From an optimization exercise on the open Yosys and OpenROAD flow, aimed at small area; shortcuts taken in it are not production practice.
Function was checked by simulation only, so behaviour that the tests miss may differ from the original.
Power figures rest on the tool's default switching activity, not on a simulated workload.

// alu
module alu(OPA, OPB, CIN, INP_VALID, CLK, RST, CMD, CE, MODE, COUT, OFLOW, RES, G, E, L, ERR);
clock: 8.0 ns
lec_check: 0
cap_margin: 20
core_margin: 2
core_utilization: 60
gpl_timing_driven: 0
slew_margin: 20
synth_hierarchical: 1
standard.sh (not shown) runs the stock make flow with config.mk's settings and CLKGATE_MAP_FILE= SYNTH_SCRIPT=/design/flow/synth_recipe.tcl, a recipe that flattens the netlist after the stock synthesis.
==> flow/flow/run.sh <==
#!/bin/bash
# Standard ORFS flow with three changes to how the layout is made:
#  - after synthesis, every combinational cell gets its smallest footprint
#    (flow/downsize.tcl); the flow's timing repair upsizes where needed;
#  - the port buffers use the smallest buffer cell;
#  - the clock tree uses clkbuf_8 and no dummy loads.
# Each tool's full output goes to a log file in this folder.
set -eo pipefail
export BUFFER_PORTS_ARGS="-buffer_cell sky130_fd_sc_hd__buf_1"
export REMOVE_ABC_BUFFERS=1
export CTS_ARGS="-sink_clustering_enable -repair_clock_nets -buf_list sky130_fd_sc_hd__clkbuf_8 -dont_use_dummy_load"
bash standard.sh synth > synth.log 2>&1
export DOWNSIZE_ODB=$(ls orfs/results/*/*/*/1_synth.odb)
openroad -no_init -no_splash -exit flow/downsize.tcl > downsize.log 2>&1
touch orfs/results/*/*/*/1_synth.sdc
bash standard.sh > flow.log 2>&1
==> flow/flow/downsize.tcl <==
# Give every combinational cell of the synthesized netlist the smallest
# footprint of its function; timing repair later in the flow upsizes the
# cells that need it. Registers, clock cells, buffers and inverters are kept.
set odb $::env(DOWNSIZE_ODB)
read_db $odb
set db [ord::get_db]
set block [ord::get_db_block]
set n 0
foreach inst [$block getInsts] {
  set m [$inst getMaster]
  set name [$m getName]
  if {![regexp {^sky130_fd_sc_hd__(\w+)_(\d+)$} $name -> base sz]} { continue }
  if {[regexp {^(df|dl|sdf|edf|sedf|clk|buf|conb|tap|fill|decap|diode|lpflow|probe)} $base]} { continue }
  set best $m
  foreach cand {0 1 2 4 6 8 12 16} {
    set cm [$db findMaster sky130_fd_sc_hd__${base}_$cand]
    if {$cm == "NULL"} { continue }
    if {[$cm getWidth] < [$best getWidth] || ([$cm getWidth] == [$best getWidth] && [$best getName] ne $name && $cand > 0)} {
      set best $cm
    }
  }
  if {[$best getWidth] < [$m getWidth]} {
    puts "[$inst getName]: $name -> [$best getName]"
    $inst swapMaster $best
    incr n
  }
}
puts "downsized $n cells"
write_db $odb
The starting point finished clean.
Then changed:
==> flow/flow/run.sh (replaced) <==
#!/bin/bash
# Standard ORFS flow, with the port buffers made from the smallest buffer cell
# and no dummy loads in the clock tree. make's full output goes to flow.log.
set -eo pipefail
export BUFFER_PORTS_ARGS="-buffer_cell sky130_fd_sc_hd__buf_1"
export REMOVE_ABC_BUFFERS=1
export CTS_ARGS="-sink_clustering_enable -repair_clock_nets -buf_list sky130_fd_sc_hd__clkbuf_8 -dont_use_dummy_load"
bash standard.sh > flow.log 2>&1
- CORE_UTILIZATION: 60 -> 40
removed: flow/flow/downsize.tcl
The new run produced a clean layout.
Synthesized area rises slightly.
Wire length rises by a few percent.
Total power rises slightly.

========
alu, a different RTL version from the one above (not shown whole).
For scale: roughly 43 flip-flops, roughly 49 I/O pins, ~0.0046 mm^2 of cells after synthesis.
export LEC_CHECK = 0
export CAP_MARGIN = 20
export CORE_MARGIN = 2
export CORE_UTILIZATION = 40
export GPL_TIMING_DRIVEN = 0
export SLEW_MARGIN = 20
export SYNTH_HIERARCHICAL = 1
create_clock -name core_clock -period 8.0 [get_ports {CLK}]
==> flow/flow/run.sh <==
#!/bin/bash
# Standard ORFS flow, with the port buffers made from the smallest buffer cell
# and no dummy loads in the clock tree. make's full output goes to flow.log.
set -eo pipefail
export BUFFER_PORTS_ARGS="-buffer_cell sky130_fd_sc_hd__buf_1"
export REMOVE_ABC_BUFFERS=1
export CTS_ARGS="-sink_clustering_enable -repair_clock_nets -buf_list sky130_fd_sc_hd__clkbuf_8 -sink_clustering_size 30 -sink_clustering_max_diameter 150 -dont_use_dummy_load"
bash standard.sh > flow.log 2>&1
==> next run, changes <==
--- a/flow/flow/run.sh
+++ b/flow/flow/run.sh
@@ -6,3 +6,3 @@
 export REMOVE_ABC_BUFFERS=1
-export CTS_ARGS="-sink_clustering_enable -repair_clock_nets -buf_list sky130_fd_sc_hd__clkbuf_8 -sink_clustering_size 30 -sink_clustering_max_diameter 150 -dont_use_dummy_load"
+export CTS_ARGS="-sink_clustering_enable -repair_clock_nets -buf_list sky130_fd_sc_hd__clkbuf_4 -sink_clustering_size 10 -dont_use_dummy_load"
 bash standard.sh > flow.log 2>&1
Global-route usage is about the same.
Synthesized cell count stays the same.
Final cell count is about the same.

========
alu again, from the RTL that the note above started with.
==> flow/config.mk <==
export PLATFORM = sky130hd
export DESIGN_NAME = alu
export DESIGN_NICKNAME = alu
export VERILOG_FILES = /design/flow/design.v
export SDC_FILE = /design/flow/constraint.sdc
export NUM_CORES = 4
export LEC_CHECK = 0
export CAP_MARGIN = 20
export CORE_MARGIN = 2
export CORE_UTILIZATION = 40
export SLEW_MARGIN = 20
export SYNTH_HIERARCHICAL = 1
==> flow/constraint.sdc <==
create_clock -name core_clock -period 8.0 [get_ports {CLK}]
set_input_delay 1.6000 -clock core_clock [delete_from_list [all_inputs] [get_ports {CLK}]]
set_output_delay 1.6000 -clock core_clock [all_outputs]
set_load 0.01 [all_outputs]
==> flow/flow/run.sh <==
#!/bin/bash
# Standard ORFS flow, with the port buffers made from the smallest buffer cell
# and no dummy loads in the clock tree. make's full output goes to flow.log.
set -eo pipefail
export BUFFER_PORTS_ARGS="-buffer_cell sky130_fd_sc_hd__buf_1"
export CTS_ARGS="-sink_clustering_enable -repair_clock_nets -buf_list \"sky130_fd_sc_hd__clkbuf_4 sky130_fd_sc_hd__clkbuf_8\" -dont_use_dummy_load"
bash standard.sh > flow.log 2>&1
The starting point went through all stages and came out clean.
Next try:
==> flow/flow/run.sh (replaced) <==
#!/bin/bash
# Standard ORFS flow, with the port buffers made from the smallest buffer cell
# and no dummy loads in the clock tree. make's full output goes to flow.log.
set -eo pipefail
export BUFFER_PORTS_ARGS="-buffer_cell sky130_fd_sc_hd__buf_1"
export REMOVE_ABC_BUFFERS=1
export CTS_ARGS="-sink_clustering_enable -repair_clock_nets -buf_list sky130_fd_sc_hd__clkbuf_16 -dont_use_dummy_load"
bash standard.sh > flow.log 2>&1
Settings changed: GPL_TIMING_DRIVEN set to 0.
=> The new run finished with timing, DRC and antenna clean; sequential cell count does not change; total power increases by a little under a tenth; wire length increases slightly.
Next try:
==> flow/flow/run.sh (replaced) <==
#!/bin/bash
# Standard ORFS flow, with the port buffers made from the smallest buffer cell
# and no dummy loads in the clock tree. make's full output goes to flow.log.
set -eo pipefail
export BUFFER_PORTS_ARGS="-buffer_cell sky130_fd_sc_hd__buf_1"
export CTS_ARGS="-sink_clustering_enable -repair_clock_nets -buf_list sky130_fd_sc_hd__clkbuf_8 -dont_use_dummy_load"
bash standard.sh > flow.log 2>&1
Settings changed: GPL_TIMING_DRIVEN 0 to unset.
Outcome: The new run completed without violations. Core utilization is lower by 0.23 points. Count of clock-buffer cells in the layout stays the same. First-iteration DRC count came out higher by 7.7%. Fmax increases by about 1.5%. Global-route usage barely changes. Critical path depth does not change. Clock skew rises by 0.0087 ns. Sequential share of layout area hardly moves. Die area stays the same. Design area decreases by 0.55%. Power shrinks by about 7%.

========
P:
Starting RTL as in the previous note.
export LEC_CHECK = 0
export CAP_MARGIN = 20
export CORE_MARGIN = 2
export CORE_UTILIZATION = 40
export GPL_TIMING_DRIVEN = 0
export SLEW_MARGIN = 20
export SYNTH_HIERARCHICAL = 1
create_clock -name core_clock -period 8.0 [get_ports {CLK}]
==> flow/flow/run.sh <==
#!/bin/bash
# Standard ORFS flow, with the port buffers made from the smallest buffer cell
# and no dummy loads in the clock tree. make's full output goes to flow.log.
set -eo pipefail
export BUFFER_PORTS_ARGS="-buffer_cell sky130_fd_sc_hd__buf_1"
export REMOVE_ABC_BUFFERS=1
export CTS_ARGS="-sink_clustering_enable -repair_clock_nets -buf_list sky130_fd_sc_hd__clkbuf_4 -sink_clustering_size 8 -sink_clustering_max_diameter 50 -dont_use_dummy_load"
bash standard.sh > flow.log 2>&1
P finished end to end and its layout was clean on timing, DRC and antenna.
Relative to P, the following input files were edited for S:
-- flow/flow/run.sh --
<<< P, line 6
export REMOVE_ABC_BUFFERS=1
export CTS_ARGS="-sink_clustering_enable -repair_clock_nets -buf_list sky130_fd_sc_hd__clkbuf_4 -sink_clustering_size 8 -sink_clustering_max_diameter 50 -dont_use_dummy_load"
bash standard.sh > flow.log 2>&1
>>> S, line 6
export REMOVE_ABC_BUFFERS=1
export CTS_ARGS="-sink_clustering_enable -repair_clock_nets -buf_list sky130_fd_sc_hd__clkbuf_8 -dont_use_dummy_load"
bash standard.sh > flow.log 2>&1
Results
Instance area at placement delta (S -> P): insignificant. For cell count, S and P come out practically identical. Looking at clock period minus worst slack across P and S, the one that comes out lower is P. [compare] base=P new=S: layout overhead on the synthesized area shows an increase of 0.52 points, number of cells on the worst reg-to-reg path shows no meaningful change. S and P ended up with roughly the same routed wire length. Wire length of the first global-routing pass: S vs P — no meaningful difference.

========
AL:
alu with an RTL version that a note above also has.
For scale: ~420 cells after synthesis, ~49 I/O pins, roughly 4300 µm² of cells after synthesis.
==> flow/config.mk <==
export PLATFORM = sky130hd
export DESIGN_NAME = alu
export DESIGN_NICKNAME = alu
export VERILOG_FILES = /design/flow/design.v
export SDC_FILE = /design/flow/constraint.sdc
export NUM_CORES = 4
export LEC_CHECK = 0
export CAP_MARGIN = 20
export CORE_MARGIN = 2
export CORE_UTILIZATION = 40
export GPL_TIMING_DRIVEN = 0
export SLEW_MARGIN = 20
export SYNTH_HIERARCHICAL = 1
==> flow/constraint.sdc <==
create_clock -name core_clock -period 8.0 [get_ports {CLK}]
set_input_delay 1.6000 -clock core_clock [delete_from_list [all_inputs] [get_ports {CLK}]]
set_output_delay 1.6000 -clock core_clock [all_outputs]
set_load 0.01 [all_outputs]
==> flow/flow/run.sh <==
#!/bin/bash
# Standard ORFS flow, with the port buffers made from the smallest buffer cell
# and no dummy loads in the clock tree. make's full output goes to flow.log.
set -eo pipefail
export BUFFER_PORTS_ARGS="-buffer_cell sky130_fd_sc_hd__buf_1"
export REMOVE_ABC_BUFFERS=1
export RECOVER_POWER=100
export CTS_ARGS="-sink_clustering_enable -repair_clock_nets -buf_list sky130_fd_sc_hd__clkbuf_8 -dont_use_dummy_load"
bash standard.sh > flow.log 2>&1
Setup changes, AL to JK
==> flow/flow/run.sh <==
#!/bin/bash
# Standard ORFS flow with three changes to how the layout is made:
#  - after synthesis, every combinational cell gets its smallest footprint
#    (flow/downsize.tcl); the flow's timing repair upsizes where needed;
#  - the port buffers use the smallest buffer cell;
#  - the clock tree uses clkbuf_8 and no dummy loads.
# Each tool's full output goes to a log file in this folder.
set -eo pipefail
export BUFFER_PORTS_ARGS="-buffer_cell sky130_fd_sc_hd__buf_1"
export REMOVE_ABC_BUFFERS=1
export CTS_ARGS="-sink_clustering_enable -repair_clock_nets -buf_list sky130_fd_sc_hd__clkbuf_8 -dont_use_dummy_load"
bash standard.sh synth > synth.log 2>&1
export DOWNSIZE_ODB=$(ls orfs/results/*/*/*/1_synth.odb)
openroad -no_init -no_splash -exit flow/downsize.tcl > downsize.log 2>&1
touch orfs/results/*/*/*/1_synth.sdc
bash standard.sh > flow.log 2>&1
==> flow/flow/downsize.tcl (new file) <==
# Give every combinational cell of the synthesized netlist the smallest
# footprint of its function; timing repair later in the flow upsizes the
# cells that need it. Registers, clock cells, buffers and inverters are kept.
set odb $::env(DOWNSIZE_ODB)
read_db $odb
set db [ord::get_db]
set block [ord::get_db_block]
set n 0
foreach inst [$block getInsts] {
  set m [$inst getMaster]
  set name [$m getName]
  if {![regexp {^sky130_fd_sc_hd__(\w+)_(\d+)$} $name -> base sz]} { continue }
  if {[regexp {^(df|dl|sdf|edf|sedf|clk|buf|conb|tap|fill|decap|diode|lpflow|probe)} $base]} { continue }
  set best $m
  foreach cand {0 1 2 4 6 8 12 16} {
    set cm [$db findMaster sky130_fd_sc_hd__${base}_$cand]
    if {$cm == "NULL"} { continue }
    if {[$cm getWidth] < [$best getWidth] || ([$cm getWidth] == [$best getWidth] && [$best getName] ne $name && $cand > 0)} {
      set best $cm
    }
  }
  if {[$best getWidth] < [$m getWidth]} {
    puts "[$inst getName]: $name -> [$best getName]"
    $inst swapMaster $best
    incr n
  }
}
puts "downsized $n cells"
write_db $odb
[summary]
- Compared with AL, in JK clock power roughly the same; wire length reported by the detailed router increased 400 µm.
- Worst setup slack came out higher on JK than on AL.
- Summary — longest individual stage delay on the worst path, JK relative to AL: higher, by 0.06 ns.
- The cell depth of the worst setup path reported for JK is smaller than that of AL by about 5%.
- Looking at JK and AL, the part of the total power dissipated in the clock network is a wash.
- Going from AL to JK, sequential fraction of design power down 0.3 points, final critical path time including I/O delays and setup down 0.053 ns.

[afterwards: timing with drivers on the ports]
The results above use ideal ports. As a check the final layouts listed here were re-extracted and re-timed, cells and wires unchanged.
Step 1 sets driving cells, clkbuf_16 on the clock port and buf_2 on the other inputs (assumed; they add their load-dependent delay and slew).
Step 2, shift: input delay + t, output delay - t, t = (earliest + latest rising clock arrival at the registers) / 2. This alone moves slack from input paths to output paths.
Three values: ideal ports, drivers, drivers and shift; two values: the first two.
| run | t (ns) | slack for setup (ns) | latest minus earliest clock arrival (ns) | slew at the worst register clock pin (ns) |
|---|---|---|---|---|
| the first run of note 1 | 0.306 | 0.290 / 0.290 / 0.290 | 0.024 / 0.024 | 0.08 / 0.08 |
| the second run of note 1 | 0.318 | 0.309 / 0.309 / 0.309 | 0.010 / 0.009 | 0.07 / 0.07 |
| the first run of note 2 | 0.305 | 0.271 / 0.271 / 0.271 | 0.020 / 0.020 | 0.08 / 0.08 |
| the second run of note 2 | 0.357 | 0.276 / 0.276 / 0.276 | 0.025 / 0.025 | 0.11 / 0.11 |
| the first run of note 3 | 0.323 | 0.327 / 0.327 / 0.327 | 0.022 / 0.023 | 0.08 / 0.08 |
| the second run of note 3 | 0.308 | 0.212 / 0.212 / 0.212 | 0.014 / 0.014 | 0.06 / 0.06 |
| the third run of note 3 | 0.323 | 0.327 / 0.327 / 0.327 | 0.022 / 0.023 | 0.08 / 0.08 |
| P | 0.357 | 0.276 / 0.276 / 0.276 | 0.025 / 0.025 | 0.11 / 0.11 |
| S | 0.305 | 0.271 / 0.271 / 0.271 | 0.020 / 0.020 | 0.08 / 0.08 |
| AL | 0.317 | 0.315 / 0.315 / 0.315 | 0.011 / 0.011 | 0.07 / 0.07 |
| JK | 0.311 | 0.369 / 0.369 / 0.369 | 0.024 / 0.023 | 0.09 / 0.09 |
After both steps every run listed still meets setup and hold.
